Context: an optimization exercise on an open-source flow, tuned for small area. The choices shown serve that exercise and are no tape-out recipe.
Function was checked by simulation only, so behaviour that the tests miss may differ from the original.
Power and IR drop assume default switching activity.

## apb_slave
module apb_slave (clk,
                  rst,
                  p_sel,
                  p_en,
                  p_write,
                  addr,
                  rdata,
                  wdata,
                  p_ready);
    input clk,rst,p_sel,p_write,p_en;
    input       [7:0]   addr;
    input       [31:0]  wdata;
    output reg  [31:0]  rdata;
    output reg          p_ready;
    wire acc = p_sel & p_en;
    wire wr  = acc & p_write;
    wire rd  = acc & ~p_write;
    reg [1:0] ph;
    always @(posedge clk or negedge rst) begin
        if (!rst) ph <= 2'd0;
        else      ph <= ph + 2'd1;
    end
    wire dir = wr & (addr[0] ^ ph[0]);
    wire dfr = wr & ~(addr[0] ^ ph[0]);
    reg        pv;            
    reg [7:0]  pa;            
    reg [31:0] pd;            
    always @(posedge clk or negedge rst) begin
        if (!rst) pv <= 1'b0;
        else      pv <= dfr;
    end
    always @(posedge clk) begin
        pa <= addr;
        pd <= wdata;
    end
    wire [31:0] x1 = wdata ^ {32{ph[1]}};
    wire [31:0] x2 = pd    ^ {32{ph[1]}};
    wire [127:0] dec_a = 128'd1 << addr[7:1];
    wire [127:0] dec_p = 128'd1 << pa[7:1];
    wire [127:0] e1 = dec_a & {128{dir}};
    wire [127:0] e2 = dec_p & {128{pv}} & ~e1;
    reg [1:0] cnt;
    always @(posedge clk or negedge rst) begin
        if (!rst)         cnt <= 2'd0;
        else if (!cnt[1]) cnt <= cnt + 2'd1;
    end
    wire [127:0] h  = ~(e1 | e2) & {128{cnt[1]}};
    wire ina = ~(addr[0] ^ ph[0]);      
    wire [255:0] nsel;
    wire [255:0] cq [0:31];
    genvar r, b;
    generate
        for (r = 0; r < 128; r = r + 1) begin : g_ring
            reg  [31:0] qa, qb;
            wire [31:0] na;
  ...
clock: 12.0 ns
lec_check: 0
cap_margin: 30
core_margin: 2
core_utilization: 55
cts_cluster_diameter: 100
cts_cluster_size: 26
max_routing_layer: met5
slew_margin: 30
synth_hierarchical: 1
run.sh (not shown) runs the stock make flow with config.mk's settings and CLKGATE_MAP_FILE= SYNTH_SCRIPT=/design/flow/synth_recipe.tcl, a recipe that flattens the netlist after the stock synthesis.
The starting point finished with timing, DRC and antenna clean.
Change:
- CAP_MARGIN: 30 -> 25
- SLEW_MARGIN: 30 -> 25
The changed run finished but fails on max-slew violations.
Power barely changes.
Routed wire length stays flat.
Core utilization falls by 0.27 points.
Non-clock buffer count falls by 31.
Final cell count barely changes.
Final area falls by 0.44%.
Die area stays the same.
Count of clock-buffer cells in the layout does not change.
Critical path depth stays the same.
Change:
- CAP_MARGIN: 25 -> 20
- SLEW_MARGIN: 25 -> 30
Outcome:
- The changed run produced a clean layout
- global-route usage barely changes
- maximum frequency rose slightly
- clock power is about the same
- synthesized cell count is unchanged
Change:
- CAP_MARGIN: 20 -> 35
- SLEW_MARGIN: 30 -> 35
The new run finished with timing, DRC and antenna clean.
Via count stays flat.
Count of clock-buffer cells in the layout is higher by 1.
Clock power barely changes.
Total power barely changes.
Wire length barely changes.
Core utilization is higher by 0.27 points.
Sequential power stays flat.
Synthesized cell count is unchanged.

---

## birch
apb_slave, a different RTL version from the one above (not shown whole).
Size: ~17000 cells after synthesis, ~78 I/O pins.
==> flow/design.v (excerpt) <==
module apb_slave (clk,
                  rst,
                  p_sel,
                  p_en,
                  p_write,
                  addr,
                  rdata,
                  wdata,
                  p_ready);
clock: 12.0 ns
lec_check: 0
cap_margin: 30
cell_pad_in_sites_detail_placement: 0
core_margin: 2
core_utilization: 40
cts_cluster_diameter: 100
cts_cluster_size: 26
max_routing_layer: met5
slew_margin: 30
synth_hierarchical: 1
birch did not stop at any stage, and its layout met the timing, design-rule and antenna checks.
> inputs changed (birch -> cedar)
Settings: CELL_PAD_IN_SITES_DETAIL_PLACEMENT no longer set, was 0; CTS_CLUSTER_SIZE now 24, was 26.
[summary]
- Looking at cedar and birch, the final number of hold-violating endpoints is a wash.
- birch and cedar ended up with roughly the same number of DRC markers in iteration 0.
- As far as storage element area goes, cedar and birch are indistinguishable; the numbers are identical.
- cedar against birch: via count of the first global-routing pass neither gained nor lost much, final cell count was more or less identical, number of non-clock buffers grew by about 0.8%.
- Post-route worst hold slack: cedar < birch
- Changes observed in cedar relative to birch: footprint of the multi-input gates flat, power per cell area +0.64%.

==> afterwards: timing with drivers on the ports <==
In the flow no input, the clock included, has a driving cell. The finished layouts below were timed again as built, in two steps. Step 1 sets driving cells, clkbuf_16 on the clock port and buf_2 on the other inputs (assumed; they add their load-dependent delay and slew). Step 2 times the ports against the registers' clock, not the clock port: input delays grow and output delays shrink by t, the midpoint of the rising clock arrivals with the driver on. a / b / c = ideal ports / drivers / drivers and shift; a / b = the first two.
run | t (ns) | setup slack, ns | worst setup path at the end
the first run of note 1 | 1.179 | 3.186 / 3.290 / 2.111 | input to register
the second run of note 1 | 1.185 | 3.247 / 3.358 / 2.173 | input to register
the third run of note 1 | 1.183 | 3.292 / 3.395 / 2.212 | input to register
the fourth run of note 1 | 1.179 | 3.423 / 3.528 / 2.349 | input to register
birch | 1.240 | 3.690 / 3.814 / 2.574 | input to register
cedar | 1.225 | 3.665 / 3.789 / 2.564 | input to register
For birch, which loses most, drivers alone change the setup slack by +0.124 ns; drivers and shift together by -1.116 ns.
